Source: an optimization exercise on an open RTL-to-GDS flow (aim: a short achievable clock period and few clock cycles). Production flows keep margins and buffers that such runs may drop. At most, simulation tests tie the RTL to the original design; equivalence was not proved. Function not checked in run 2: the RTL went through the layout flow alone.

$ cat design/flow/design.v
`timescale 1ns / 1ps
`default_nettype none
module mips(
    input wire clk,
    input wire reset,
    output wire [31:0] i_addr,
    input wire [31:0] i_data,
    output wire [11:0] d_addr,
    output wire d_we,
    output wire [3:0] d_be,
    output wire [31:0] d_wdata,
    input wire [31:0] d_rdata,
    output wire rf_we,
    output wire [4:0] rf_waddr,
    output wire [31:0] rf_wdata,
    output wire [31:0] rf_wpc
    );
    localparam DIV_BPC = 16;
    localparam DIV_STEPS = 32 / DIV_BPC;
    reg [31:0] pcF;
    reg        vD;
    reg [31:0] irD, pcD;
    reg        vE;
    reg [3:0]  opE;
    reg [31:0] aE, bE, pcE;
    reg        fwdAE, fwdBE;           
    reg        weE, ldE;
    reg [4:0]  waE;
    reg [2:0]  ltE;                    
    reg [1:0]  alE;                    
    reg        multE, divE, sgnE, mthiE, mtloE;
    reg        vM;
    reg        weM, ldM;
    reg [4:0]  waM;
    reg [2:0]  ltM;
    reg [1:0]  alM;
    reg [31:0] resM_alu, rdM, pcM;
    reg        dwe_q;
    reg [11:0] daddr_q;
    reg [3:0]  dbe_q;
    reg [31:0] dwdata_q;
    reg        twe_q;
    reg [4:0]  twa_q;
    reg [31:0] twd_q, tpc_q;
    reg [31:0] HI, LO;
    reg [31:0] rf [1:31];
    reg [31:1] rfv;
    localparam LW = 3'd0, LH = 3'd1, LHU = 3'd2, LB = 3'd3, LBU = 3'd4;
    wire [15:0] halfM = alM[1] ? rdM[31:16] : rdM[15:0];
    wire [7:0]  byteM = alM[0] ? halfM[15:8] : halfM[7:0];
    reg  [31:0] ldvM;
    always @* begin
        case (ltM)
            LH:  ldvM = {{16{halfM[15]}}, halfM};
            LHU: ldvM = {16'h0, halfM};
            LB:  ldvM = {{24{byteM[7]}}, byteM};
            LBU: ldvM = {24'h0, byteM};
            default: ldvM = rdM;
        endcase
    end
    wire [31:0] resM = ldM ? ldvM : resM_alu;
    wire wrM = vM & weM;
    wire [31:0] A = fwdAE ? resM : aE;
    wire [31:0] B = fwdBE ? resM : bE;
    wire [32:0] sub33 = {1'b0, A} - {1'b0, B};
    wire        sltv = (A[31] ^ B[31]) ? A[31] : sub33[32];
    wire        sltuv = sub33[32];
    reg  [31:0] resE;
    always @* begin
        case (opE)
            4'd0:  resE = A + B;
            4'd1:  resE = sub33[31:0];
            4'd2:  resE = A & B;
            4'd3:   resE = A | B;
            4'd4:  resE = A ^ B;
            4'd5:  resE = ~(A | B);
            4'd6:  resE = {31'b0, sltv};
            4'd7: resE = {31'b0, sltuv};
            4'd8:  resE = B << A[4:0];
            4'd9:  resE = B >> A[4:0];
            4'd10:  resE = $signed(B) >>> A[4:0];
            4'd12: resE = HI;
            4'd13: resE = LO;
            default:  resE = B;
        endcase
    end
    wire wrE = vE & weE & ~ldE;        
    wire signed [32:0] mA = {sgnE & A[31], A};
    wire signed [32:0] mB = {sgnE & B[31], B};
    wire signed [65:0] prod = mA * mB;
    reg        dbusy;
    reg [4:0]  dcnt;
    reg [31:0] drem, dquo, ddvs;
    reg        dnegQ, dnegR;
    wire dlast = (dcnt == DIV_STEPS - 1);
    reg [31:0] nrem, nquo;
    reg [32:0] dpart, ddiff;
    integer k;
    always @* begin
        nrem = drem;
        nquo = dquo;
        for (k = 0; k < DIV_BPC; k = k + 1) begin
            dpart = {nrem, nquo[31]};
            ddiff = dpart - {1'b0, ddvs};
            nquo = {nquo[30:0], ~ddiff[32]};
            nrem = ddiff[32] ? dpart[31:0] : ddiff[31:0];
        end
    end
    wire [31:0] dq_fin = dnegQ ? -nquo : nquo;
    wire [31:0] dr_fin = dnegR ? -nrem : nrem;
    wire startDiv = vE & divE;
    wire negA = sgnE & A[31];
    wire negB = sgnE & B[31];
    always @(posedge clk) begin
        if (reset) begin
            dbusy <= 1'b0;
            HI <= 0;
            LO <= 0;
        end
        else begin
            if (startDiv) begin
                dbusy <= 1'b1;
                dcnt <= 0;
                drem <= 0;
                dquo <= negA ? -A : A;
                ddvs <= negB ? -B : B;
                dnegQ <= (negA ^ negB) & (B != 0);
                dnegR <= negA;
            end
            else if (vE & multE) begin
                dbusy <= 1'b0;
            end
            else if (dbusy) begin
                dcnt <= dcnt + 1'b1;
                drem <= nrem;
                dquo <= nquo;
                if (dlast) dbusy <= 1'b0;
            end
            if (vE & multE) begin
                HI <= prod[63:32];
                LO <= prod[31:0];
            end
            else if (vE & mthiE) HI <= A;
            else if (vE & mtloE) LO <= A;
            else if (dbusy & dlast & ~startDiv) begin
                HI <= dr_fin;
                LO <= dq_fin;
            end
        end
    end
    wire [5:0]  op = irD[31:26];
    wire [5:0]  fn = irD[5:0];
    wire [4:0]  rs = irD[25:21];
    wire [4:0]  rt = irD[20:16];
    wire [4:0]  rd = irD[15:11];
    wire [4:0]  sh = irD[10:6];
    wire [15:0] imm = irD[15:0];
    wire [31:0] sext = {{16{imm[15]}}, imm};
    wire rtype = (op == 6'h00);
    wire iSLL  = rtype & (fn == 6'h00);
    wire iSRL  = rtype & (fn == 6'h02);
    wire iSRA  = rtype & (fn == 6'h03);
    wire iSLLV = rtype & (fn == 6'h04);
    wire iSRLV = rtype & (fn == 6'h06);
    wire iSRAV = rtype & (fn == 6'h07);
    wire iJR   = rtype & (fn == 6'h08);
    wire iJALR = rtype & (fn == 6'h09);
    wire iMFHI = rtype & (fn == 6'h10);
    wire iMTHI = rtype & (fn == 6'h11);
    wire iMFLO = rtype & (fn == 6'h12);
    wire iMTLO = rtype & (fn == 6'h13);
    wire iMULT = rtype & (fn == 6'h18);
    wire iMULTU= rtype & (fn == 6'h19);
    wire iDIV  = rtype & (fn == 6'h1a);
    wire iDIVU = rtype & (fn == 6'h1b);
    wire iADD  = rtype & (fn == 6'h20 || fn == 6'h21);
    wire iSUB  = rtype & (fn == 6'h22 || fn == 6'h23);
    wire iAND  = rtype & (fn == 6'h24);
    wire iOR   = rtype & (fn == 6'h25);
    wire iXOR  = rtype & (fn == 6'h26);
    wire iNOR  = rtype & (fn == 6'h27);
    wire iSLT  = rtype & (fn == 6'h2a);
    wire iSLTU = rtype & (fn == 6'h2b);
    wire iREGIMM = (op == 6'h01);
    wire iJ    = (op == 6'h02);
    wire iJAL  = (op == 6'h03);
    wire iBEQ  = (op == 6'h04);
    wire iBNE  = (op == 6'h05);
    wire iBLEZ = (op == 6'h06);
    wire iBGTZ = (op == 6'h07);
    wire iADDI = (op == 6'h08 || op == 6'h09);
    wire iSLTI = (op == 6'h0a);
    wire iSLTIU= (op == 6'h0b);
    wire iANDI = (op == 6'h0c);
    wire iORI  = (op == 6'h0d);
    wire iXORI = (op == 6'h0e);
    wire iLUI  = (op == 6'h0f);
    wire iLB   = (op == 6'h20);
    wire iLH   = (op == 6'h21);
    wire iLW   = (op == 6'h23);
    wire iLBU  = (op == 6'h24);
    wire iLHU  = (op == 6'h25);
    wire iSB   = (op == 6'h28);
    wire iSH   = (op == 6'h29);
    wire iSW   = (op == 6'h2b);
    wire isLoad  = iLB | iLH | iLW | iLBU | iLHU;
    wire isStore = iSB | iSH | iSW;
    wire isBranch = iREGIMM | iBEQ | iBNE | iBLEZ | iBGTZ;
    wire isImmAlu = iADDI | iSLTI | iSLTIU | iANDI | iORI | iXORI | iLUI;
    wire isShImm = iSLL | iSRL | iSRA;
    wire isRAlu = iADD | iSUB | iAND | iOR | iXOR | iNOR | iSLT | iSLTU |
                  iSLLV | iSRLV | iSRAV | isShImm;
    wire isMdu = iMULT | iMULTU | iDIV | iDIVU | iMTHI | iMTLO;
    wire isHiLoRd = iMFHI | iMFLO;
    wire [4:0] wa = (isRAlu | isHiLoRd | iJALR) ? rd :
                    (isImmAlu | isLoad) ? rt :
                    iJAL ? 5'd31 : 5'd0;
    wire we = (wa != 5'd0);
    wire useRs = ~(iLUI | iJ | iJAL | isShImm | isHiLoRd);
    wire useRt = isRAlu | iBEQ | iBNE | isStore | iMULT | iMULTU | iDIV | iDIVU;
    wire needRsD = isBranch | iJR | iJALR | isLoad | isStore;
    wire needRtD = iBEQ | iBNE | isStore;
    wire [31:0] rf_rs = (rfv[rs] ? rf[rs] : 32'h0);
    wire [31:0] rf_rt = (rfv[rt] ? rf[rt] : 32'h0);
    wire eHitRs = vE & weE & (waE == rs);
    wire eHitRt = vE & weE & (waE == rt);
    wire mHitRs = wrM & (waM == rs);
    wire mHitRt = wrM & (waM == rt);
    wire [31:0] rsv = (rs == 5'd0) ? 32'h0 :
                      eHitRs ? resE :
                      mHitRs ? resM : rf_rs;
    wire [31:0] rtv = (rt == 5'd0) ? 32'h0 :
                      eHitRt ? resE :
                      mHitRt ? resM : rf_rt;
    wire ldHitRs = (rs != 5'd0) & eHitRs & ldE;
    wire ldHitRt = (rt != 5'd0) & eHitRt & ldE;
    wire mduPending = startDiv | (dbusy & ~dlast);
    wire stall = vD & ((ldHitRs & useRs & needRsD) |
                       (ldHitRt & useRt & needRtD) |
                       ((isHiLoRd | iMTHI | iMTLO) & mduPending));
    wire rsZero = (rsv == 32'h0);
    wire eq = (rsv == rtv);
    wire taken = iBEQ & eq |
                 iBNE & ~eq |
                 iBLEZ & (rsv[31] | rsZero) |
                 iBGTZ & ~(rsv[31] | rsZero) |
                 iREGIMM & (rt[0] ^ rsv[31]);
    wire [31:0] pcD4 = pcD + 32'd4;
    wire [31:0] npc = ~vD ? pcF + 32'd4 :
                      (isBranch & taken) ? pcD4 + {sext[29:0], 2'b00} :
                      (iJ | iJAL) ? {pcF[31:28], irD[25:0], 2'b00} :
                      (iJR | iJALR) ? rsv :
                      pcF + 32'd4;
    wire [31:0] agu = rsv + sext;
    reg [3:0] opD;
    always @* begin
        opD = 4'd11;
        if (iADD | iADDI) opD = 4'd0;
        else if (iSUB) opD = 4'd1;
        else if (iAND | iANDI) opD = 4'd2;
        else if (iOR | iORI) opD = 4'd3;
        else if (iXOR | iXORI) opD = 4'd4;
        else if (iNOR) opD = 4'd5;
        else if (iSLT | iSLTI) opD = 4'd6;
        else if (iSLTU | iSLTIU) opD = 4'd7;
        else if (iSLL | iSLLV) opD = 4'd8;
        else if (iSRL | iSRLV) opD = 4'd9;
        else if (iSRA | iSRAV) opD = 4'd10;
        else if (iMFHI) opD = 4'd12;
        else if (iMFLO) opD = 4'd13;
    end
    wire [31:0] aD = isShImm ? {27'b0, sh} : rsv;
    wire [31:0] zimm = {16'h0, imm};
    wire [31:0] bD = (iJAL | iJALR) ? pcD + 32'd8 :
                     iLUI ? {imm, 16'h0} :
                     (iANDI | iORI | iXORI) ? zimm :
                     (iADDI | iSLTI | iSLTIU) ? sext :
                     rtv;
    wire bIsReg = ~(iJAL | iJALR | isImmAlu);
    reg [3:0]  beD;
    reg [31:0] wdD;
    always @* begin
        if (iSW) begin
            beD = 4'b1111; wdD = rtv;
        end
        else if (iSH) begin
            beD = agu[1] ? 4'b1100 : 4'b0011; wdD = {2{rtv[15:0]}};
        end
        else begin
            beD = 4'b0001 << agu[1:0]; wdD = {4{rtv[7:0]}};
        end
    end
    wire [2:0] ltD = iLH ? LH : iLHU ? LHU : iLB ? LB : iLBU ? LBU : LW;
    wire go = vD & ~stall;             
    always @(posedge clk) begin
        if (reset) begin
            pcF <= 32'h00003000;
            vD <= 1'b0;
            vE <= 1'b0;
            vM <= 1'b0;
            dwe_q <= 1'b0;
            twe_q <= 1'b0;
            rfv <= 31'b0;
        end
        else begin
            if (~stall) begin
                pcF <= npc;
                irD <= i_data;
                pcD <= pcF;
                vD <= 1'b1;
            end
            vE <= go;
            dwe_q <= go & isStore;
            vM <= vE;
            twe_q <= wrM;
            if (wrM) rfv[waM] <= 1'b1;
        end
    end
    always @(posedge clk) begin
        opE <= opD;
        aE <= aD;
        bE <= bD;
        pcE <= pcD;
        fwdAE <= ldHitRs & ~isShImm;
        fwdBE <= ldHitRt & bIsReg;
        weE <= we & ~isStore & ~isBranch;
        waE <= wa;
        ldE <= isLoad;
        ltE <= ltD;
        alE <= agu[1:0];
        multE <= iMULT | iMULTU;
        divE <= iDIV | iDIVU;
        sgnE <= iMULT | iDIV;
        mthiE <= iMTHI;
        mtloE <= iMTLO;
        daddr_q <= agu[13:2];
        dbe_q <= beD;
        dwdata_q <= wdD;
        weM <= weE;
        ldM <= ldE;
        waM <= waE;
        ltM <= ltE;
        alM <= alE;
        resM_alu <= resE;
        rdM <= d_rdata;
        pcM <= pcE;
        twa_q <= waM;
        twd_q <= resM;
        tpc_q <= pcM;
        if (wrM) rf[waM] <= resM;
    end
    assign i_addr = pcF;
    assign d_addr = daddr_q;
    assign d_we = dwe_q;
    assign d_be = dbe_q;
    assign d_wdata = dwdata_q;
    assign rf_we = twe_q;
    assign rf_waddr = twa_q;
    assign rf_wdata = twd_q;
    assign rf_wpc = tpc_q;
endmodule
$ cat design/flow/run.sh
#!/bin/bash
# synth_recipe.tcl (not shown) runs the flow's synth.tcl, then flattens the netlist and writes it again
# the make line also repeats each setting of config.mk as NAME=value (left out here)
make -C /OpenROAD-flow-scripts/flow DESIGN_CONFIG=/design/flow/config.mk WORK_HOME=/design/flow/orfs CLKGATE_MAP_FILE= SYNTH_SCRIPT=/design/flow/synth_recipe.tcl finish
$ cat design/flow/config.mk
export PLATFORM = sky130hd
export DESIGN_NAME = mips
export DESIGN_NICKNAME = mips
export VERILOG_FILES = /design/flow/design.v
export SDC_FILE = /design/flow/constraint.sdc
export NUM_CORES = 4
export LEC_CHECK = 0
export CAP_MARGIN = 20
export CORE_MARGIN = 2
export CORE_UTILIZATION = 45
export PLACE_DENSITY = 0.6
export SETUP_SLACK_MARGIN = 5
export SLEW_MARGIN = 20
$ cat design/flow/constraint.sdc
create_clock -name core_clock -period 180.0 [get_ports {clk}]
set_input_delay 36.0000 -clock core_clock [delete_from_list [all_inputs] [get_ports {clk}]]
set_output_delay 36.0000 -clock core_clock [all_outputs]
set_load 0.01 [all_outputs]
==> flow_metrics.tcl, run 1 <==
set metrics [dict create \
    outcome "finished clean" \
    critPathCapture "LO[30]" \
    top_level_ports 217 \
    seq_area_frac_synth 0.2965 \
    largest_net_degree_at_the_start_of_global_routing 66 \
    postSynthCellCount 15190 \
    gr-total-overflow 0 \
    worstPathBufferInverterCount 16 \
    drt-wirelength-per-cell_um 31.72 \
    totalWireLength_um 629400 \
    num-nets-final 17390 \
    setup_viol 0 \
    crit_path_frequent_cell "sky130_fd_sc_hd__o21ai_0" \
    placement.cell_area_mm2 0.1594 \
    routed_via_count 125500 \
    regToRegSetupSlack_ns 92.29 \
    grt_util_all_layers 0.3655 \
    avgSynthCellArea_um2 9.890 \
    post_synth_instance_area_mm2 0.1503 \
    maxSlewHeadroom 0.02081 \
    asyncSetResetFlopFracSynth 0 \
    drive_above_1_share 0.1174 \
    grt_pass1_vias 119900 \
    syn-num-nets 17320 \
    routabilityCongestion 1.098 \
    synth-warning-count 1 \
    worst_setup_path_start_kind "flop" \
    post_drt_via_cell_ratio 6.328 \
    clock_root_buffer "sky130_fd_sc_hd__clkbuf_16" \
    number_of_rows_in_the_core_area 212 \
    ctsLongestPathBuffers 4 \
    worst_reg2reg_path_depth 368 \
    worst-path-max-fanout 54 \
    nFillCells 30440 \
    critical_path_cell_count 368 \
    synth_register_bits 1646 \
    final.min_clock_period_ns 87.71 \
    worstReg2RegStart "ddvs[0]" \
    finalHoldViolCount 0 \
    timing.max_cap.violations 0 \
    tns_ns 0 \
    regMostFlops "rf" \
    path_clk_slew_ns 0.06 \
    critical_path.top_delay_family "compound AO/OA/AOI/OAI gates" \
    cts_resized 0 \
    finalCritPeriodShare 0.4873 \
    cts_tree "yes" \
    ys_dominant_reg_cell "sky130_fd_sc_hd__edfxtp_1" \
    ctsHoldBuffers 0 \
    synthToLayoutAreaGrowth_pct 10.16 \
    netlist_top_cells_area "sky130_fd_sc_hd__edfxtp_1 (23%), sky130_fd_sc_hd__fa_1 (15%), sky130_fd_sc_hd__mux4_2 (8.9%)" \
    crit_path_top_delay_cell "sky130_fd_sc_hd__edfxtp_1" \
    design_area_mm2 0.1655 \
    flip_flop_count_of_the_largest_register_after_layout 992 \
    type_of_the_worst_setup_path "flop to flop" \
    place_hpwl_um 464100 \
    number_of_sinks_handled_by_clock_tree_synthesis 1646 \
    port-buffer-count 216 \
    yosys.area.top_type_share 0.2316 \
    postCtsSetupBuffers 0 \
    rsz_0062_raised_after_global_routing "no" \
    postRouteAntennaNets 0 \
    class_of_the_tightest_hold_or_removal_check "flop to flop" \
    htree_num_levels 4 \
    setup.worst_path.end_class "flop" \
    max_slew.worst_pin.slew_ns 1.463 \
    clkLatencyLatePin_ns 0.91 \
    fp.dieArea_mm2 0.3386 \
    starting_density_of_the_core 0.4514 \
    cp_slowest_stage_delay_ns 0.85 \
    cp.required_ns 180.68 \
    number_of_flops_mapped_to_enable_cells_by_yosys 1159 \
    initial_antenna_violation_count 78 \
    max_clock_freq_mhz 11.40 \
    die-width_um 581.9 \
    drv_slew 0 \
    core_region_area_mm2 0.3329 \
    synth.lib_cells_used.distinct 121 \
    yosysTopAreaCell "sky130_fd_sc_hd__edfxtp_1" \
    total_cts_buffers 182 \
    die_y_um 581.9 \
    crit_start "ddvs[0]" \
    ys_top_cells_by_count "sky130_fd_sc_hd__nand2_1 (1693), sky130_fd_sc_hd__inv_1 (1587), sky130_fd_sc_hd__nor2_1 (1446), sky130_fd_sc_hd__edfxtp_1 (1159), sky130_fd_sc_hd__fa_1 (1145)" \
    firstDrtPassIters 10 \
    final.setup_skew_ns 0.07818 \
    detail_route.drc_violations 0 \
    cp_data_arrival_time_ns 88.40 \
    reg2reg_to "LO[30]" \
    global_route_wire_length_before_repair_um 884100 \
    yosysMostFrequentCell "sky130_fd_sc_hd__nand2_1" \
    detailedRoute.firstIterationViolations 16810 \
]
[how the worst min path moves through the flow]
| stage | depth (start not counted) | slack [ns] | endpoint | startpoint |
|---|---|---|---|---|
| 3_3_place_gp | 0 | 0.31 | tpc_q[2] | pcM[2] |
| 3_5_place_dp | 0 | 0.31 | tpc_q[2] | pcM[2] |
| 6_report | 0 | 0.29 | tpc_q[4] | pcM[4] |
| 2_1_floorplan | 0 | 0.31 | alM[0] | alE[0] |
| 5_1_grt | 0 | 0.29 | pcM[8] | pcE[8] |
| 4_1_cts | 0 | 0.27 | tpc_q[4] | pcM[4] |
[per-stage QoR]
stage | setup slack (ns) | utilization | instances | hold slack [ns]
global route | 83.09 | 0.4970 | 19800 | 0.2864
floorplan | 102.89 | - | 15190 | 0.3096
global placement | 95.67 | 0.4788 | 19470 | 0.3102
detailed placement | 94.45 | 0.4789 | 19470 | 0.3121
finish | 92.29 | 0.4973 | 19840 | 0.2918
CTS | 93.71 | 0.4966 | 19790 | 0.2740
[layout make-up]
class / instances / area (µm²) / area share
flip-flops and latches: 1646 / 44600 / 0.2694
well taps: 4387 / 5489 / 0.03316
clock buffers: 232 / 4913 / 0.02968
diodes: 50 / 125.1 / 0.0007558
repair buffers: 679 / 5652 / 0.03414
multi-input cells: 11140 / 97720 / 0.5903
inverters: 1617 / 6073 / 0.03669
clock inverters: 89 / 972.2 / 0.005873
[cells by family (layout without fill, tap and decap cells)]
| family | count (synthesis) | in the layout | share of synthesized area |
|---|---|---|---|
| muxes | 1075 | 1075 | 0.1226 |
| adders and majority gates | 2060 | 2060 | 0.2287 |
| buffers and inverters | 2408 | 2617 | 0.06081 |
| xor gates and xnor gates | 675 | 675 | 0.03954 |
| DFF | 1646 | 1646 | 0.2965 |
| AOI/OAI and AO/OA | 3226 | 3226 | 0.1351 |
| other | 0 | 50 | 0 |
| and+or+nand+nor | 4104 | 4104 | 0.1167 |
[routing by layer]
layer  track usage  wire, µm  vias up
li1              -         -    53540
met2        0.5043    251300     7883
met1        0.4988    250000    62400
met5      0.005528       376        -
met3        0.1367     89300     1672
met4        0.1836     38380       41
[cell usage in the layout, fill, tap and decap left out, types with 52 or more instances in the layout]
| cell | count |
|---|---|
| sky130_fd_sc_hd__a31oi_1 | 83 |
| sky130_fd_sc_hd__nand2_1 | 1689 |
| sky130_fd_sc_hd__mux2_2 | 200 |
| sky130_fd_sc_hd__xnor2_1 | 456 |
| sky130_fd_sc_hd__o21a_1 | 75 |
| sky130_fd_sc_hd__nor2_1 | 1405 |
| sky130_fd_sc_hd__o21bai_1 | 113 |
| sky130_fd_sc_hd__xor2_1 | 214 |
| sky130_fd_sc_hd__dfxtp_1 | 474 |
| sky130_fd_sc_hd__and3_1 | 92 |
| sky130_fd_sc_hd__o21ai_0 | 740 |
| sky130_fd_sc_hd__ha_1 | 915 |
| sky130_fd_sc_hd__mux4_2 | 592 |
| sky130_fd_sc_hd__buf_4 | 461 |
| sky130_fd_sc_hd__a211oi_1 | 146 |
| sky130_fd_sc_hd__nand2b_1 | 115 |
| sky130_fd_sc_hd__nor3_1 | 162 |
| sky130_fd_sc_hd__nor2b_1 | 79 |
| sky130_fd_sc_hd__clkbuf_16 | 187 |
| sky130_fd_sc_hd__clkdlybuf4s50_1 | 215 |
| sky130_fd_sc_hd__a21oi_1 | 969 |
| sky130_fd_sc_hd__and2_1 | 62 |
| sky130_fd_sc_hd__o31ai_1 | 58 |
| sky130_fd_sc_hd__fa_1 | 1145 |
| sky130_fd_sc_hd__mux2i_1 | 254 |
| sky130_fd_sc_hd__edfxtp_1 | 1159 |
| sky130_fd_sc_hd__a21o_1 | 179 |
| sky130_fd_sc_hd__nand3_1 | 192 |
| sky130_fd_sc_hd__a21boi_0 | 127 |
| sky130_fd_sc_hd__inv_1 | 1579 |
| sky130_fd_sc_hd__o211ai_1 | 86 |
| sky130_fd_sc_hd__or3_1 | 52 |
| sky130_fd_sc_hd__o22ai_1 | 122 |
Testbench counts, summed over its fixed seeds: cycles 27,632.
==> run 2: changes to the inputs <==
--- a/design/flow/design.v
+++ b/design/flow/design.v
@@ -79,8 +79,8 @@
             4'd8:  resE = B << A[4:0];
             4'd9:  resE = B >> A[4:0];
             4'd10:  resE = $signed(B) >>> A[4:0];
-            4'd12: resE = HI;
-            4'd13: resE = LO;
+            4'd12: resE = HIv;
+            4'd13: resE = LOv;
             default:  resE = B;
         endcase
     end
@@ -91,19 +91,33 @@
     reg        dbusy;
     reg [4:0]  dcnt;
     reg [31:0] drem, dquo, ddvs;
+    reg [33:0] ddvs3;
     reg        dnegQ, dnegR;
     wire dlast = (dcnt == DIV_STEPS - 1);
     reg [31:0] nrem, nquo;
-    reg [32:0] dpart, ddiff;
+    reg [33:0] dpart;
+    reg [34:0] s1, s2, s3;
     integer k;
     always @* begin
         nrem = drem;
         nquo = dquo;
-        for (k = 0; k < DIV_BPC; k = k + 1) begin
-            dpart = {nrem, nquo[31]};
-            ddiff = dpart - {1'b0, ddvs};
-            nquo = {nquo[30:0], ~ddiff[32]};
-            nrem = ddiff[32] ? dpart[31:0] : ddiff[31:0];
+        for (k = 0; k < DIV_BPC / 2; k = k + 1) begin
+            dpart = {nrem, nquo[31:30]};
+            s1 = {1'b0, dpart} - {3'b0, ddvs};
+            s2 = {1'b0, dpart} - {2'b0, ddvs, 1'b0};
+            s3 = {1'b0, dpart} - {1'b0, ddvs3};
+            if (!s3[34]) begin
+                nquo = {nquo[29:0], 2'd3}; nrem = s3[31:0];
+            end
+            else if (!s2[34]) begin
+                nquo = {nquo[29:0], 2'd2}; nrem = s2[31:0];
+            end
+            else if (!s1[34]) begin
+                nquo = {nquo[29:0], 2'd1}; nrem = s1[31:0];
+            end
+            else begin
+                nquo = {nquo[29:0], 2'd0}; nrem = dpart[31:0];
+            end
         end
     end
     wire [31:0] dq_fin = dnegQ ? -nquo : nquo;
@@ -111,41 +125,60 @@
     wire startDiv = vE & divE;
     wire negA = sgnE & A[31];
     wire negB = sgnE & B[31];
+    wire [31:0] magA = negA ? -A : A;
+    wire [31:0] magB = negB ? -B : B;
     always @(posedge clk) begin
-        if (reset) begin
+        if (reset)
+            dbusy <= 1'b0;
+        else if (startDiv)
+            dbusy <= 1'b1;
+        else if (vE & multE)
             dbusy <= 1'b0;
-            HI <= 0;
-            LO <= 0;
+        else if (dbusy & dlast)
+            dbusy <= 1'b0;
+    end
+    always @(posedge clk) begin
+        if (startDiv) begin
+            dcnt <= 0;
+            drem <= 0;
+            dquo <= magA;
+            ddvs <= magB;
+            ddvs3 <= {2'b0, magB} + {1'b0, magB, 1'b0};
+            dnegQ <= (negA ^ negB) & (B != 0);
+            dnegR <= negA;
+        end
+        else if (dbusy) begin
+            dcnt <= dcnt + 1'b1;
+            drem <= nrem;
+            dquo <= nquo;
+        end
+    end
+    reg hiv, lov;
+    wire [31:0] HIv = hiv ? HI : 32'h0;
+    wire [31:0] LOv = lov ? LO : 32'h0;
+    wire wHIdiv = dbusy & dlast & ~startDiv & ~(vE & multE);
+    wire wHI = vE & (multE | mthiE) | wHIdiv;
+    wire wLO = vE & (multE | mtloE) | wHIdiv;
+    always @(posedge clk) begin
+        if (reset) begin
+            hiv <= 1'b0;
+            lov <= 1'b0;
         end
         else begin
-            if (startDiv) begin
-                dbusy <= 1'b1;
-                dcnt <= 0;
-                drem <= 0;
-                dquo <= negA ? -A : A;
-                ddvs <= negB ? -B : B;
-                dnegQ <= (negA ^ negB) & (B != 0);
-                dnegR <= negA;
-            end
-            else if (vE & multE) begin
-                dbusy <= 1'b0;
-            end
-            else if (dbusy) begin
-                dcnt <= dcnt + 1'b1;
-                drem <= nrem;
-                dquo <= nquo;
-                if (dlast) dbusy <= 1'b0;
-            end
-            if (vE & multE) begin
-                HI <= prod[63:32];
-                LO <= prod[31:0];
-            end
-            else if (vE & mthiE) HI <= A;
-            else if (vE & mtloE) LO <= A;
-            else if (dbusy & dlast & ~startDiv) begin
-                HI <= dr_fin;
-                LO <= dq_fin;
-            end
+            if (wHI) hiv <= 1'b1;
+            if (wLO) lov <= 1'b1;
+        end
+    end
+    always @(posedge clk) begin
+        if (vE & multE) begin
+            HI <= prod[63:32];
+            LO <= prod[31:0];
+        end
+        else if (vE & mthiE) HI <= A;
+        else if (vE & mtloE) LO <= A;
+        else if (wHIdiv) begin
+            HI <= dr_fin;
+            LO <= dq_fin;
         end
     end
     wire [5:0]  op = irD[31:26];
@@ -305,8 +338,6 @@
         else begin
             if (~stall) begin
                 pcF <= npc;
-                irD <= i_data;
-                pcD <= pcF;
                 vD <= 1'b1;
             end
             vE <= go;
@@ -317,6 +348,10 @@
         end
     end
     always @(posedge clk) begin
+        if (~stall) begin
+            irD <= i_data;
+            pcD <= pcF;
+        end
         opE <= opD;
         aE <= aD;
         bE <= bD;
==> design/flow/flow/run.sh (new file) <==
#!/bin/bash
# Layout flow: the standard ORFS flow (standard.sh: standard synthesis,
# floorplan, placement, CTS, routing, finish) with the same constraint.sdc,
# but with ORFS's timing repair told to aim for a large setup slack margin,
# so that repair keeps sizing and buffering paths far below the 180 ns
# constraint. The make output goes to flow_make.log; each ORFS step writes
# its own log under orfs/logs/.
set -euo pipefail
MARGIN=${MARGIN:-141}
bash standard.sh SETUP_SLACK_MARGIN=$MARGIN finish > flow_make.log 2>&1
==> design/flow/standard.sh (new file) <==
#!/bin/bash
# synth_recipe.tcl (not shown) runs the flow's synth.tcl, then flattens the netlist and writes it again
# the make line also repeats each setting of config.mk as NAME=value (left out here)
make -C /OpenROAD-flow-scripts/flow DESIGN_CONFIG=/design/flow/config.mk WORK_HOME=/design/flow/orfs CLKGATE_MAP_FILE= SYNTH_SCRIPT=/design/flow/synth_recipe.tcl "${@:-finish}"
removed: design/flow/run.sh
==> run 2 against run 1 <==
  * Still clean
  * Setup slack better by 50 ns
  * Sequential share of layout area is 1.8 points lower
  * Final cell count is 12% higher
  * Fmax is 130% higher
  * Hold slack better by 0.0026 ns
  * Register-to-register slack better by 51 ns
==> flow_metrics.tcl, run 2 <==
set metrics [dict create \
    worstPathBufferInverterCount 1 \
    top_level_ports 217 \
    largest_registers "rf x992, ddvs3 x34" \
    final.setup_skew_ns 0.1394 \
    type_of_the_worst_setup_path "flop to output pin" \
    maxSlewHeadroom 0.1003 \
    utilization 0.5000 \
    max_clock_freq_mhz 26.18 \
    number_of_flops_mapped_to_enable_cells_by_yosys 1219 \
    synth.lib_cells_used.distinct 113 \
    seq_area_frac_synth 0.2777 \
    tns_ns 0 \
    starting_density_of_the_core 0.4517 \
    rsz_0062_raised_after_global_routing "no" \
    htree_num_levels 4 \
    flip_flop_count_of_the_largest_register_after_layout 992 \
    yosysTopAreaCell "sky130_fd_sc_hd__edfxtp_1" \
    cp.required_ns 144.00 \
    gr-total-overflow 0 \
    final.min_clock_period_ns 38.19 \
    critical_path.top_delay_family "buffers and inverters" \
    netlist_top_cells_area "sky130_fd_sc_hd__edfxtp_1 (22%), sky130_fd_sc_hd__fa_1 (14%), sky130_fd_sc_hd__ha_1 (9.2%)" \
    grt_util_all_layers 0.3839 \
    totalWireLength_um 728900 \
    cp_slowest_stage_delay_ns 0.68 \
    synthToLayoutAreaGrowth_pct 10.68 \
    worst_hold_startpoint "pcE[3]" \
    detail_route.drc_violations 0 \
    avgSynthCellArea_um2 9.755 \
    finalHoldViolCount 0 \
    fp.dieArea_mm2 0.3718 \
    grt_pass1_vias 137100 \
    max_slew.worst_pin.slew_ns 1.340 \
    critical_path.cell_chain "clkdlybuf4s50_1" \
    place_hpwl_um 533700 \
    dp_cells 21660 \
    crit_start "dwdata_q[19]" \
    post_layout_nonfiller_instances 22140 \
    worst-path-max-fanout 1 \
    largest_net_degree_at_the_start_of_global_routing 92 \
    regMostFlops "rf" \
    routabilityCongestion 1.066 \
    routed_via_count 142900 \
    class_of_the_tightest_hold_or_removal_check "flop to flop" \
    post_drt_via_cell_ratio 6.454 \
    drt-wirelength-per-cell_um 32.93 \
    syn-num-nets 19360 \
    setup_viol 0 \
    number_of_rows_in_the_core_area 222 \
    die_y_um 609.8 \
    firstDrtPassIters 7 \
    final_common_cell "sky130_fd_sc_hd__nand2_1" \
    initial_antenna_violation_count 61 \
    yosysMostFrequentCell "sky130_fd_sc_hd__nand2_1" \
    path_clk_slew_ns 0.06 \
    port-buffer-count 216 \
    total_cts_buffers 186 \
    postSynthCellCount 16930 \
    core_region_area_mm2 0.3655 \
    detailedRoute.firstIterationViolations 17910 \
    worstReg2RegStart "ddvs3[0]" \
    die-width_um 609.8 \
    drv_slew 0 \
    ys_top_cells_by_count "sky130_fd_sc_hd__nand2_1 (1673), sky130_fd_sc_hd__inv_1 (1542), sky130_fd_sc_hd__nor2_1 (1471), sky130_fd_sc_hd__edfxtp_1 (1219), sky130_fd_sc_hd__ha_1 (1212)" \
    crit_path_top_delay_cell "sky130_fd_sc_hd__clkdlybuf4s50_1" \
    post_synth_instance_area_mm2 0.1651 \
    mostFrequentLayoutCells "sky130_fd_sc_hd__nand2_1 (1667), sky130_fd_sc_hd__inv_1 (1538), sky130_fd_sc_hd__nor2_1 (1433)" \
    ys_dominant_reg_cell "sky130_fd_sc_hd__edfxtp_1" \
    synth-warning-count 1 \
    worst_setup_path_start_kind "flop" \
    timing.max_cap.violations 0 \
    setup.worst_path.end_class "output pin" \
    ctsLongestPathBuffers 4 \
    cp_data_arrival_time_ns 2.19 \
    synth_register_bits 1681 \
    yosys.area.top_type_share 0.2217 \
    global_route_wire_length_before_repair_um 1020000 \
    outcome "finished clean" \
    cts_tree "yes" \
    clock_root_buffer "sky130_fd_sc_hd__clkbuf_16" \
    finalCritPeriodShare 0.2122 \
    num-nets-final 19510 \
    asyncSetResetFlopFracSynth 0 \
    postRouteAntennaNets 0 \
    drive_above_1_share 0.1141 \
    clkLatencyLatePin_ns 0.97 \
    number_of_sinks_handled_by_clock_tree_synthesis 1681 \
]
[run 2: cell types whose count changed after synthesis, sizes merged, moves of 87 or more]
cell / change
a31oi: +95
xnor2: +168
ha: +297
mux2: -148
a21o: +122
nor3: +87
[run 2: timing repair]
item | CTS | global route
buffers inserted | 14 | 22
hold buffers | 0 | 0
setup endpoints to repair | 98 | 98
gates resized for setup | 77 | 133
pin swaps | 6 | 24
[run 2: through the flow]
stage	setup WS, ns	instance area [µm²]	hold WS, ns
after floorplan	143.02	165100	0.3096
after global placement	136.83	175000	0.3107
after detailed placement	136.33	175100	0.3121
after CTS	141.01	181800	0.2813
after global routing	140.89	182700	0.3053
final	141.81	182800	0.2944
[run 2: layer usage]
metal	vias to the layer above	GRT usage	share of wire
met5	-	0.0006457	0.00029
met4	34	0.2879	0.090
met3	2085	0.09461	0.11
met2	8698	0.5755	0.43
met1	70970	0.4794	0.37
li1	61080	-	-
[run 2: layout make-up]
class / instances / area, µm²
repair buffers: 797 / 6638
flip-flops and latches: 1681 / 45890
clock inverters: 99 / 1060
diodes: 92 / 230.2
clock buffers: 243 / 5209
fillers: 33620 / 182800
multi-input cells: 12820 / 111700
well taps: 4816 / 6026
inverters: 1585 / 5961
[run 2: cells by family after synthesis]
family / share of synthesized area
compound gates: 0.1578
xor+xnor: 0.04885
fa+ha+maj: 0.2317
buf+inv: 0.05559
flops: 0.2777
mux: 0.1035
simple gates: 0.1249
[run 2: path summary, 6_finish.rpt]
| check | to | slack (ns) | cells after the start |
|---|---|---|---|
| worst max-delay path | d_wdata[19] | 141.81 | 1 |
| worst min register to register | pcM[3] | 0.29 | 0 |
| worst min-delay path | pcM[3] | 0.29 | 0 |
| worst max register to register | LO[20] | 142.79 | 165 |
==> run 3: changes to the inputs <==
--- a/design/flow/design.v
+++ b/design/flow/design.v
@@ -1,4 +1,39 @@
 `timescale 1ns / 1ps
+module DivSteps #(parameter N = 1) (
+    input  [31:0] remIn,
+    input  [31:0] quoIn,
+    input  [31:0] dvs,
+    input  [33:0] dvs3,
+    output reg [31:0] remOut,
+    output reg [31:0] quoOut
+    );
+    reg [33:0] part;
+    reg [34:0] s1, s2, s3;
+    integer k;
+    always @* begin
+        remOut = remIn;
+        quoOut = quoIn;
+        for (k = 0; k < N; k = k + 1) begin
+            part = {remOut, quoOut[31:30]};
+            s1 = {1'b0, part} - {3'b0, dvs};
+            s2 = {1'b0, part} - {2'b0, dvs, 1'b0};
+            s3 = {1'b0, part} - {1'b0, dvs3};
+            if (!s3[34]) begin
+                quoOut = {quoOut[29:0], 2'd3}; remOut = s3[31:0];
+            end
+            else if (!s2[34]) begin
+                quoOut = {quoOut[29:0], 2'd2}; remOut = s2[31:0];
+            end
+            else if (!s1[34]) begin
+                quoOut = {quoOut[29:0], 2'd1}; remOut = s1[31:0];
+            end
+            else begin
+                quoOut = {quoOut[29:0], 2'd0}; remOut = part[31:0];
+            end
+        end
+    end
+endmodule
+`timescale 1ns / 1ps
 `default_nettype none
 module mips(
     input wire clk,
@@ -15,8 +50,6 @@
     output wire [31:0] rf_wdata,
     output wire [31:0] rf_wpc
     );
-    localparam DIV_BPC = 16;
-    localparam DIV_STEPS = 32 / DIV_BPC;
     reg [31:0] pcF;
     reg        vD;
     reg [31:0] irD, pcD;
@@ -88,75 +121,23 @@
     wire signed [32:0] mA = {sgnE & A[31], A};
     wire signed [32:0] mB = {sgnE & B[31], B};
     wire signed [65:0] prod = mA * mB;
-    reg        dbusy;
-    reg [4:0]  dcnt;
+    localparam DIV_D = 4, DIV_E = 6, DIV_C1 = 16 - DIV_D - DIV_E;
+    reg        dbusy, dph;             
     reg [31:0] drem, dquo, ddvs;
     reg [33:0] ddvs3;
     reg        dnegQ, dnegR;
-    wire dlast = (dcnt == DIV_STEPS - 1);
-    reg [31:0] nrem, nquo;
-    reg [33:0] dpart;
-    reg [34:0] s1, s2, s3;
-    integer k;
-    always @* begin
-        nrem = drem;
-        nquo = dquo;
-        for (k = 0; k < DIV_BPC / 2; k = k + 1) begin
-            dpart = {nrem, nquo[31:30]};
-            s1 = {1'b0, dpart} - {3'b0, ddvs};
-            s2 = {1'b0, dpart} - {2'b0, ddvs, 1'b0};
-            s3 = {1'b0, dpart} - {1'b0, ddvs3};
-            if (!s3[34]) begin
-                nquo = {nquo[29:0], 2'd3}; nrem = s3[31:0];
-            end
-            else if (!s2[34]) begin
-                nquo = {nquo[29:0], 2'd2}; nrem = s2[31:0];
-            end
-            else if (!s1[34]) begin
-                nquo = {nquo[29:0], 2'd1}; nrem = s1[31:0];
-            end
-            else begin
-                nquo = {nquo[29:0], 2'd0}; nrem = dpart[31:0];
-            end
-        end
-    end
-    wire [31:0] dq_fin = dnegQ ? -nquo : nquo;
-    wire [31:0] dr_fin = dnegR ? -nrem : nrem;
-    wire startDiv = vE & divE;
-    wire negA = sgnE & A[31];
-    wire negB = sgnE & B[31];
-    wire [31:0] magA = negA ? -A : A;
-    wire [31:0] magB = negB ? -B : B;
-    always @(posedge clk) begin
-        if (reset)
-            dbusy <= 1'b0;
-        else if (startDiv)
-            dbusy <= 1'b1;
-        else if (vE & multE)
-            dbusy <= 1'b0;
-        else if (dbusy & dlast)
-            dbusy <= 1'b0;
-    end
-    always @(posedge clk) begin
-        if (startDiv) begin
-            dcnt <= 0;
-            drem <= 0;
-            dquo <= magA;
-            ddvs <= magB;
-            ddvs3 <= {2'b0, magB} + {1'b0, magB, 1'b0};
-            dnegQ <= (negA ^ negB) & (B != 0);
-            dnegR <= negA;
-        end
-        else if (dbusy) begin
-            dcnt <= dcnt + 1'b1;
-            drem <= nrem;
-            dquo <= nquo;
-        end
-    end
+    wire [31:0] e_rem, e_quo, c1_rem, c1_quo;
+    DivSteps #(.N(DIV_E)) divSE (.remIn(drem), .quoIn(dquo), .dvs(ddvs), .dvs3(ddvs3),
+                                 .remOut(e_rem), .quoOut(e_quo));
+    DivSteps #(.N(DIV_C1)) divSC (.remIn(drem), .quoIn(dquo), .dvs(ddvs), .dvs3(ddvs3),
+                                  .remOut(c1_rem), .quoOut(c1_quo));
+    wire dlast = dph;
+    wire [31:0] dq_fin = dnegQ ? -c1_quo : c1_quo;
+    wire [31:0] dr_fin = dnegR ? -c1_rem : c1_rem;
     reg hiv, lov;
     wire [31:0] HIv = hiv ? HI : 32'h0;
     wire [31:0] LOv = lov ? LO : 32'h0;
-    wire wHIdiv = dbusy & dlast & ~startDiv & ~(vE & multE);
+    wire wHIdiv = dbusy & dlast & ~(vE & multE);
     wire wHI = vE & (multE | mthiE) | wHIdiv;
     wire wLO = vE & (multE | mtloE) | wHIdiv;
     always @(posedge clk) begin
@@ -251,8 +232,8 @@
     wire we = (wa != 5'd0);
     wire useRs = ~(iLUI | iJ | iJAL | isShImm | isHiLoRd);
     wire useRt = isRAlu | iBEQ | iBNE | isStore | iMULT | iMULTU | iDIV | iDIVU;
-    wire needRsD = isBranch | iJR | iJALR | isLoad | isStore;
-    wire needRtD = iBEQ | iBNE | isStore;
+    wire needRsD = isBranch | iJR | iJALR | isLoad | isStore | iDIV | iDIVU;
+    wire needRtD = iBEQ | iBNE | isStore | iDIV | iDIVU;
     wire [31:0] rf_rs = (rfv[rs] ? rf[rs] : 32'h0);
     wire [31:0] rf_rt = (rfv[rt] ? rf[rt] : 32'h0);
     wire eHitRs = vE & weE & (waE == rs);
@@ -267,10 +248,11 @@
                       mHitRt ? resM : rf_rt;
     wire ldHitRs = (rs != 5'd0) & eHitRs & ldE;
     wire ldHitRt = (rt != 5'd0) & eHitRt & ldE;
-    wire mduPending = startDiv | (dbusy & ~dlast);
+    wire mduPending = dbusy & ~dlast;
     wire stall = vD & ((ldHitRs & useRs & needRsD) |
                        (ldHitRt & useRt & needRtD) |
                        ((isHiLoRd | iMTHI | iMTLO) & mduPending));
+    wire go = vD & ~stall;             
     wire rsZero = (rsv == 32'h0);
     wire eq = (rsv == rtv);
     wire taken = iBEQ & eq |
@@ -284,6 +266,42 @@
                       (iJ | iJAL) ? {pcF[31:28], irD[25:0], 2'b00} :
                       (iJR | iJALR) ? rsv :
                       pcF + 32'd4;
+    wire isDiv = iDIV | iDIVU;
+    wire startDiv = go & isDiv;
+    wire dNegA = iDIV & rsv[31];
+    wire dNegB = iDIV & rtv[31];
+    wire [31:0] dMagA = dNegA ? -rsv : rsv;
+    wire [31:0] dMagB = dNegB ? -rtv : rtv;
+    wire [33:0] dMagB3 = {2'b0, dMagB} + {1'b0, dMagB, 1'b0};
+    wire [31:0] d_rem, d_quo;
+    DivSteps #(.N(DIV_D)) divSD (.remIn(32'h0), .quoIn(dMagA), .dvs(dMagB), .dvs3(dMagB3),
+                                 .remOut(d_rem), .quoOut(d_quo));
+    always @(posedge clk) begin
+        if (reset)
+            dbusy <= 1'b0;
+        else if (startDiv)
+            dbusy <= 1'b1;
+        else if (vE & multE)
+            dbusy <= 1'b0;
+        else if (dbusy & dlast)
+            dbusy <= 1'b0;
+    end
+    always @(posedge clk) begin
+        if (startDiv) begin
+            dph <= 1'b0;
+            drem <= d_rem;
+            dquo <= d_quo;
+            ddvs <= dMagB;
+            ddvs3 <= dMagB3;
+            dnegQ <= (dNegA ^ dNegB) & (rtv != 0);
+            dnegR <= dNegA;
+        end
+        else if (dbusy & ~dph) begin
+            dph <= 1'b1;
+            drem <= e_rem;
+            dquo <= e_quo;
+        end
+    end
     wire [31:0] agu = rsv + sext;
     reg [3:0] opD;
     always @* begin
@@ -324,7 +342,6 @@
         end
     end
     wire [2:0] ltD = iLH ? LH : iLHU ? LHU : iLB ? LB : iLBU ? LBU : LW;
-    wire go = vD & ~stall;             
     always @(posedge clk) begin
         if (reset) begin
             pcF <= 32'h00003000;
--- a/design/flow/flow/run.sh
+++ b/design/flow/flow/run.sh
@@ -6,5 +6,5 @@
 # constraint. The make output goes to flow_make.log; each ORFS step writes
 # its own log under orfs/logs/.
 set -euo pipefail
-MARGIN=${MARGIN:-141}
+MARGIN=${MARGIN:-143}
 bash standard.sh SETUP_SLACK_MARGIN=$MARGIN finish > flow_make.log 2>&1
--- a/design/flow/config.mk
+++ b/design/flow/config.mk
@@ -7,7 +7,7 @@
 export LEC_CHECK = 0
 export CAP_MARGIN = 20
 export CORE_MARGIN = 2
-export CORE_UTILIZATION = 45
-export PLACE_DENSITY = 0.6
+export CORE_UTILIZATION = 35
+export PLACE_DENSITY = 0.5
 export SETUP_SLACK_MARGIN = 5
 export SLEW_MARGIN = 20
==> run 3 against run 2 <==
  * Still clean
  * Sequential share of layout area decreased by 1.5 points
  * Setup slack improved by 0.79 ns
  * Utilization shrank 11 points
  * Cell area grew 7.3%
  * Die area rose by 37%
  * Hold slack gained 0.015 ns
  * First-iteration DRC count grew 1.1%
  * Fmax grew 2.1%
  * Routed wire length increased by 15%
  * Synthesized cell count up 9.2%
  * Non-clock buffer count up 64
  * Flip-flop and latch count shrank 5
  * Critical endpoint is now i_addr[13]
  * Largest cell class unchanged
==> flow_metrics.tcl, run 3 <==
set metrics [dict create \
    number_of_rows_in_the_core_area 260 \
    top_level_ports 217 \
    gr-total-overflow 0 \
    tns_ns 0 \
    fp.dieArea_mm2 0.5099 \
    metal3_wl_um 67650 \
    cp_data_arrival_time_ns 1.41 \
    clock_root_buffer "sky130_fd_sc_hd__clkbuf_16" \
    drv_slew 0 \
    nFillCells 50110 \
    largest_registers "rf x992, ddvs3 x33" \
    core_region_area_mm2 0.5016 \
    synthToLayoutAreaGrowth_pct 11.08 \
    route.top_layer_used "met5" \
    yosys.area.top_type_share 0.2129 \
    final_common_cell "sky130_fd_sc_hd__nand2_1" \
    dr_wl_met2_um 375600 \
    path_clk_slew_ns 0.07 \
    yosysTopAreaCell "sky130_fd_sc_hd__edfxtp_1" \
    max_slew.worst_pin.slew_ns 1.320 \
    final.min_clock_period_ns 37.41 \
    critical_path.cell_chain "buf_6" \
    routed_via_count 154900 \
    final.setup_skew_ns 0.1182 \
    worst_setup_path_start_kind "flop" \
    grt_pass1_vias 149400 \
    met1_length_um 329500 \
    drive_above_1_share 0.1209 \
    setup_viol 0 \
    port-buffer-count 216 \
    outcome "finished clean" \
    total_cts_buffers 184 \
    grt_util_all_layers 0.3180 \
    netlist_top_cells_area "sky130_fd_sc_hd__edfxtp_1 (21%), sky130_fd_sc_hd__fa_1 (13%), sky130_fd_sc_hd__ha_1 (9.5%)" \
    drt-wirelength-per-cell_um 32.73 \
    ctsHoldBuffers 0 \
    totalWireLength_um 835200 \
    cp.required_ns 144.00 \
    regMostFlops "rf" \
    ys_top_cells_by_count "sky130_fd_sc_hd__nand2_1 (1806), sky130_fd_sc_hd__inv_1 (1602), sky130_fd_sc_hd__nor2_1 (1480), sky130_fd_sc_hd__ha_1 (1342), sky130_fd_sc_hd__a21oi_1 (1272)" \
    number_of_sinks_handled_by_clock_tree_synthesis 1676 \
    worstPathBufferInverterCount 1 \
    rsz_0062_raised_after_global_routing "yes" \
    firstDrtPassIters 8 \
    finalHoldViolCount 0 \
    finalCritPeriodShare 0.2078 \
    synth.lib_cells_used.distinct 140 \
    crit_path_top_delay_cell "sky130_fd_sc_hd__dfxtp_4" \
    detailedRoute.firstIterationViolations 18110 \
    cts_tree "yes" \
    flip_flop_count_of_the_largest_register_after_layout 992 \
    mostFrequentLayoutCells "sky130_fd_sc_hd__nand2_1 (1803), sky130_fd_sc_hd__inv_1 (1595), sky130_fd_sc_hd__nor2_1 (1439)" \
    post_synth_instance_area_mm2 0.1765 \
    starting_density_of_the_core 0.3518 \
    synth_register_bits 1676 \
    ys_dominant_reg_cell "sky130_fd_sc_hd__edfxtp_1" \
    num-nets-final 21220 \
    cp_slowest_stage_delay_ns 0.35 \
    yosysMostFrequentCell "sky130_fd_sc_hd__nand2_1" \
    largest_net_degree_at_the_start_of_global_routing 105 \
    asyncSetResetFlopFracSynth 0 \
    type_of_the_worst_setup_path "flop to output pin" \
    worst-path-max-fanout 2 \
    post_drt_via_cell_ratio 6.071 \
    worst_slack_ns 142.59 \
    place_hpwl_um 627500 \
    syn-num-nets 21050 \
    die-width_um 714.1 \
    pre_cts_ws_ns 142.67 \
    global_route_wire_length_before_repair_um 1160000 \
    seq_area_frac_synth 0.2611 \
    synth-warning-count 3 \
    postSynthCellCount 18480 \
    postRouteAntennaNets 0 \
    critical_path.top_delay_family "flip-flops" \
    htree_num_levels 4 \
    routabilityCongestion 1.062 \
    clkLatencyLatePin_ns 0.93 \
    die_y_um 714.1 \
    max_clock_freq_mhz 26.73 \
    avgSynthCellArea_um2 9.549 \
    number_of_flops_mapped_to_enable_cells_by_yosys 1251 \
    detail_route.drc_violations 0 \
    ctsLongestPathBuffers 4 \
    initial_antenna_violation_count 68 \
    maxSlewHeadroom 0.1156 \
    class_of_the_tightest_hold_or_removal_check "flop to flop" \
    timing.max_cap.violations 0 \
    setup.worst_path.end_class "output pin" \
]
run 3: cell count changes after synthesis, sizes merged, moves of 40 or more:
cell    delta
nand3     +40
xnor2     +59
mux2i     +76
ha       +130
a21oi    +194
and3      +55
inv       +68
xor2      +51
nor3      +47
o21ai    +181
a211oi    +41
nand2    +132
o211ai    +40
run 3: layout make-up:
type	count	area, µm²	area share
timing repair buffer	861	6917	0.03529
clock inverter	104	1205	0.006147
sequential	1676	46300	0.2362
multi-input combinational	14290	121900	0.6218
clock buffer	228	5105	0.02604
antenna	30	75.07	0.0003830
tap	6681	8359	0.04265
inverter	1643	6177	0.03151
run 3: cells by family (layout without fill, tap and decap cells):
kind of cell,Yosys count,count (layout),synth area share
xor+xnor,1032,1032,0.05139
compound gates,4668,4668,0.1736
flops,1676,1676,0.2611
mux,1041,1041,0.1018
simple gates,5048,5048,0.1302
buf+inv,2514,2836,0.05533
fa+ha+maj,2501,2501,0.2266
other cells,0,30,0
run 3: repair_timing:
action                                  in CTS  in global routing
buffers inserted                            34                  2
endpoints found under the hold margin        0                  0
endpoints found under the setup margin     151                151
gates resized for setup                    760                 77
run 3: worst paths after layout:
path	from	to	slack (ns)	depth (start not counted)
worst max-delay path	pcF[13]	i_addr[13]	142.59	1
worst min-delay path	pcE[1]	pcM[1]	0.31	0
worst max register to register	ltM[2]	drem[21]	145.82	110
worst min register to register	pcE[1]	pcM[1]	0.31	0
run 3: stage by stage:
stage | hold slack [ns] | instances | util | cell area (µm²)
global placement | 0.3110 | 25110 | 0.3773 | 189300
global route | 0.3182 | 25480 | 0.3906 | 195900
CTS | 0.2951 | 25480 | 0.3899 | 195600
floorplan | 0.3096 | 18480 | - | 176500
finish | 0.3098 | 25510 | 0.3908 | 196000
detailed placement | 0.3121 | 25110 | 0.3774 | 189300
run 3: metal layers:
metal / up-vias / global-route usage
met2: 7709 / 0.5061
met4: 20 / 0.1926
met3: 1787 / 0.05342
met5: - / 0.0002828
met1: 78150 / 0.4052
li1: 67210 / -
Testbench counts of run 3, summed over its fixed seeds: cycles 27,552.
==> run 4: changes to the inputs <==
--- a/design/flow/design.v
+++ b/design/flow/design.v
@@ -117,7 +117,6 @@
             default:  resE = B;
         endcase
     end
-    wire wrE = vE & weE & ~ldE;        
     wire signed [32:0] mA = {sgnE & A[31], A};
     wire signed [32:0] mB = {sgnE & B[31], B};
     wire signed [65:0] prod = mA * mB;
@@ -139,6 +138,8 @@
     wire [31:0] LOv = lov ? LO : 32'h0;
     wire wHIdiv = dbusy & dlast & ~(vE & multE);
     wire wHI = vE & (multE | mthiE) | wHIdiv;
+    wire lateE = vE & dbusy & dlast & ((opE == 4'd12) | (opE == 4'd13));
+    wire [31:0] resEwb = ~lateE ? resE : (opE == 4'd12) ? dr_fin : dq_fin;
     wire wLO = vE & (multE | mtloE) | wHIdiv;
     always @(posedge clk) begin
         if (reset) begin
@@ -155,11 +156,11 @@
             HI <= prod[63:32];
             LO <= prod[31:0];
         end
-        else if (vE & mthiE) HI <= A;
-        else if (vE & mtloE) LO <= A;
-        else if (wHIdiv) begin
-            HI <= dr_fin;
-            LO <= dq_fin;
+        else begin
+            if (vE & mthiE) HI <= A;
+            else if (wHIdiv) HI <= dr_fin;
+            if (vE & mtloE) LO <= A;
+            else if (wHIdiv) LO <= dq_fin;
         end
     end
     wire [5:0]  op = irD[31:26];
@@ -246,12 +247,10 @@
     wire [31:0] rtv = (rt == 5'd0) ? 32'h0 :
                       eHitRt ? resE :
                       mHitRt ? resM : rf_rt;
-    wire ldHitRs = (rs != 5'd0) & eHitRs & ldE;
-    wire ldHitRt = (rt != 5'd0) & eHitRt & ldE;
-    wire mduPending = dbusy & ~dlast;
+    wire ldHitRs = (rs != 5'd0) & eHitRs & (ldE | lateE);
+    wire ldHitRt = (rt != 5'd0) & eHitRt & (ldE | lateE);
     wire stall = vD & ((ldHitRs & useRs & needRsD) |
-                       (ldHitRt & useRt & needRtD) |
-                       ((isHiLoRd | iMTHI | iMTLO) & mduPending));
+                       (ldHitRt & useRt & needRtD));
     wire go = vD & ~stall;             
     wire rsZero = (rsv == 32'h0);
     wire eq = (rsv == rtv);
@@ -393,7 +392,7 @@
         waM <= waE;
         ltM <= ltE;
         alM <= alE;
-        resM_alu <= resE;
+        resM_alu <= resEwb;
         rdM <= d_rdata;
         pcM <= pcE;
         twa_q <= waM;
==> run 4 against run 3 <==
  * Critical path depth grew 1
  * Global-route usage increased by 2.7 points
  * Final cell count rose by 2.0%
  * Clock-buffer cell count rose by 6
==> flow_metrics.tcl, run 4 <==
set metrics [dict create \
    seq_area_frac_synth 0.2584 \
    nFillCells 50950 \
    final_common_cell "sky130_fd_sc_hd__nand2_1" \
    dp_cells 25620 \
    cp_data_arrival_time_ns 1.48 \
    asyncSetResetFlopFracSynth 0 \
    die-width_um 717.7 \
    port-buffer-count 216 \
    critPathCapture "i_addr[9]" \
    ys_dominant_reg_cell "sky130_fd_sc_hd__edfxtp_1" \
    regToRegSetupSlack_ns 144.69 \
    cp.required_ns 144.00 \
    type_of_the_worst_setup_path "flop to output pin" \
    drt-wirelength-per-cell_um 35.32 \
    global_route_wire_length_before_repair_um 1257000 \
    post_layout_nonfiller_instances 26020 \
    finalCritPeriodShare 0.2082 \
    place_hpwl_um 698500 \
    max_clock_freq_mhz 26.68 \
    regMostFlops "rf" \
    drive_above_1_share 0.1236 \
    drv_slew 0 \
    class_of_the_tightest_hold_or_removal_check "flop to flop" \
    firstDrtPassIters 8 \
    ys_top_cells_by_count "sky130_fd_sc_hd__nand2_1 (1755), sky130_fd_sc_hd__inv_1 (1677), sky130_fd_sc_hd__nor2_1 (1592), sky130_fd_sc_hd__ha_1 (1342), sky130_fd_sc_hd__a21oi_1 (1280)" \
    totalWireLength_um 919200 \
    worstReg2RegStart "ltM[0]" \
    grt_pass1_vias 154700 \
    postSynthCellCount 18880 \
    avgSynthCellArea_um2 9.445 \
    synthToLayoutAreaGrowth_pct 11.21 \
    detail_route.drc_violations 0 \
    reg2reg_to "drem[27]" \
    core_region_area_mm2 0.5081 \
    path_clk_slew_ns 0.06 \
    netlist_top_cells_area "sky130_fd_sc_hd__edfxtp_1 (21%), sky130_fd_sc_hd__fa_1 (13%), sky130_fd_sc_hd__ha_1 (9.4%)" \
    largest_net_degree_at_the_start_of_global_routing 88 \
    num-nets-final 21680 \
    clock_root_buffer "sky130_fd_sc_hd__clkbuf_16" \
    yosys.area.top_type_share 0.2107 \
    largest_registers "rf x992, ddvs3 x33" \
    fp.dieArea_mm2 0.5151 \
    gr-total-overflow 0 \
    mostFrequentLayoutCells "sky130_fd_sc_hd__nand2_1 (1753), sky130_fd_sc_hd__inv_1 (1660), sky130_fd_sc_hd__nor2_1 (1549)" \
    grt_util_all_layers 0.3450 \
    synth_register_bits 1676 \
    synth.lib_cells_used.distinct 129 \
    setup_viol 0 \
    clkLatencyLatePin_ns 0.96 \
    max_slew.worst_pin.slew_ns 1.361 \
    post_synth_instance_area_mm2 0.1783 \
    total_cts_buffers 182 \
    detailedRoute.firstIterationViolations 20550 \
    top_level_ports 217 \
    flip_flop_count_of_the_largest_register_after_layout 992 \
    routabilityCongestion 1.079 \
    cts_tree "yes" \
    worst_reg2reg_path_depth 108 \
    initial_antenna_violation_count 84 \
    outcome "finished clean" \
    post_drt_via_cell_ratio 6.193 \
    postRouteAntennaNets 0 \
    htree_num_levels 4 \
    syn-num-nets 21440 \
    starting_density_of_the_core 0.3509 \
    number_of_flops_mapped_to_enable_cells_by_yosys 1251 \
    maxSlewHeadroom 0.09264 \
    ctsHoldBuffers 0 \
    yosysMostFrequentCell "sky130_fd_sc_hd__nand2_1" \
    final.min_clock_period_ns 37.48 \
    finalHoldViolCount 0 \
    ctsLongestPathBuffers 4 \
    final.hold.worst_slack_ns 0.2722 \
    crit_start "pcF[9]" \
    worst_setup_path_start_kind "flop" \
    routed_via_count 161100 \
    timing.max_cap.violations 0 \
    setup.worst_path.end_class "output pin" \
    yosysTopAreaCell "sky130_fd_sc_hd__edfxtp_1" \
    worst-path-max-fanout 3 \
    number_of_rows_in_the_core_area 262 \
    die_y_um 717.7 \
    number_of_sinks_handled_by_clock_tree_synthesis 1676 \
    synth-warning-count 3 \
    rsz_0062_raised_after_global_routing "yes" \
    final.setup_skew_ns 0.1256 \
    tns_ns 0 \
]
## run 4: kinds of logic after synthesis
| group | share of synthesized area |
|---|---|
| compound gates | 0.1799 |
| xor+xnor | 0.04995 |
| fa+ha+maj | 0.2243 |
| buf+inv | 0.05701 |
| flops | 0.2584 |
| mux | 0.09752 |
| simple gates | 0.1329 |
## run 4: layout make-up
class,instances,area (µm²),share of cell area
Multi-Input combinational cell,14580,123500,0.6226
Sequential cell,1676,46310,0.2335
Tap cell,6732,8423,0.04248
Timing Repair Buffer,942,7559,0.03812
Inverter,1730,6499,0.03278
Clock buffer,234,5124,0.02584
Clock inverter,92,824.5,0.004159
Antenna cell,37,92.59,0.0004670
## run 4: how the worst min path moves through the flow
stage / startpoint / end / cells after the start
2_1_floorplan: alE[0] / alM[0] / 0
3_3_place_gp: pcE[8] / pcM[8] / 0
3_5_place_dp: pcE[24] / pcM[24] / 0
4_1_cts: pcM[17] / tpc_q[17] / 0
5_1_grt: pcM[17] / tpc_q[17] / 0
6_report: pcM[17] / tpc_q[17] / 0
## run 4: repair_timing
action,in CTS,in global routing
resized for setup,762,80
buffers inserted,33,1
gates cloned,0,0
setup endpoints to repair,151,151
## run 4: metrics by stage
step | cell area, µm² | util | worst slack [ns]
2_1_floorplan | 178300 | - | 143.28
3_3_place_gp | 191800 | 0.3775 | 142.45
3_5_place_dp | 191800 | 0.3776 | 142.50
4_1_cts | 197800 | 0.3893 | 142.49
5_1_grt | 198200 | 0.3901 | 142.50
6_report | 198300 | 0.3902 | 142.52
## run 4: routing by layer
layer / vias to the layer above / part of all wire / GRT usage
met1: 81800 / 0.40 / 0.4516
met2: 8599 / 0.43 / 0.5200
met4: 38 / 0.075 / 0.2143
li1: 68830 / - / -
met5: - / 0.00034 / 0
met3: 1876 / 0.094 / 0.07374
## run 4: critical path: stages, from the launching register on
cell and delay [ns]:
sky130_fd_sc_hd__dfxtp_4 0.35, sky130_fd_sc_hd__buf_8 0.14, sky130_fd_sc_hd__buf_6 0.13
Testbench counts of run 4, summed over its fixed seeds: cycles 27,490.

==> afterwards: timing with drivers on the ports <==
How much do the figures lean on ideal ports? The routed layouts below were timed once more, with nothing changed but the port constraints.
Step 1 assumes that a clkbuf_16 drives the clock port and a buf_2 every other input.
Step 2 also shifts input and output timing later by t, the mid clock arrival at the registers, as if the neighbouring blocks saw the same clock.
Three values: ideal ports, drivers, drivers and shift; two values: the first two.
run	t, ns	setup slack, ns	worst setup path at the end	pins driven straight from the clock port
run 1	0.992	92.287 / 92.287 / 92.287	register to register	1
run 2	1.006	141.807 / 141.702 / 142.271	input to register	1
run 3	0.974	142.594 / 142.498 / 142.638	input to register	1
run 4	0.994	142.524 / 142.424 / 142.366	input to register	1
After both steps setup and hold are still met in every run listed. For run 4, which loses most, drivers alone change the setup slack by -0.100 ns; drivers and shift together by -0.158 ns.
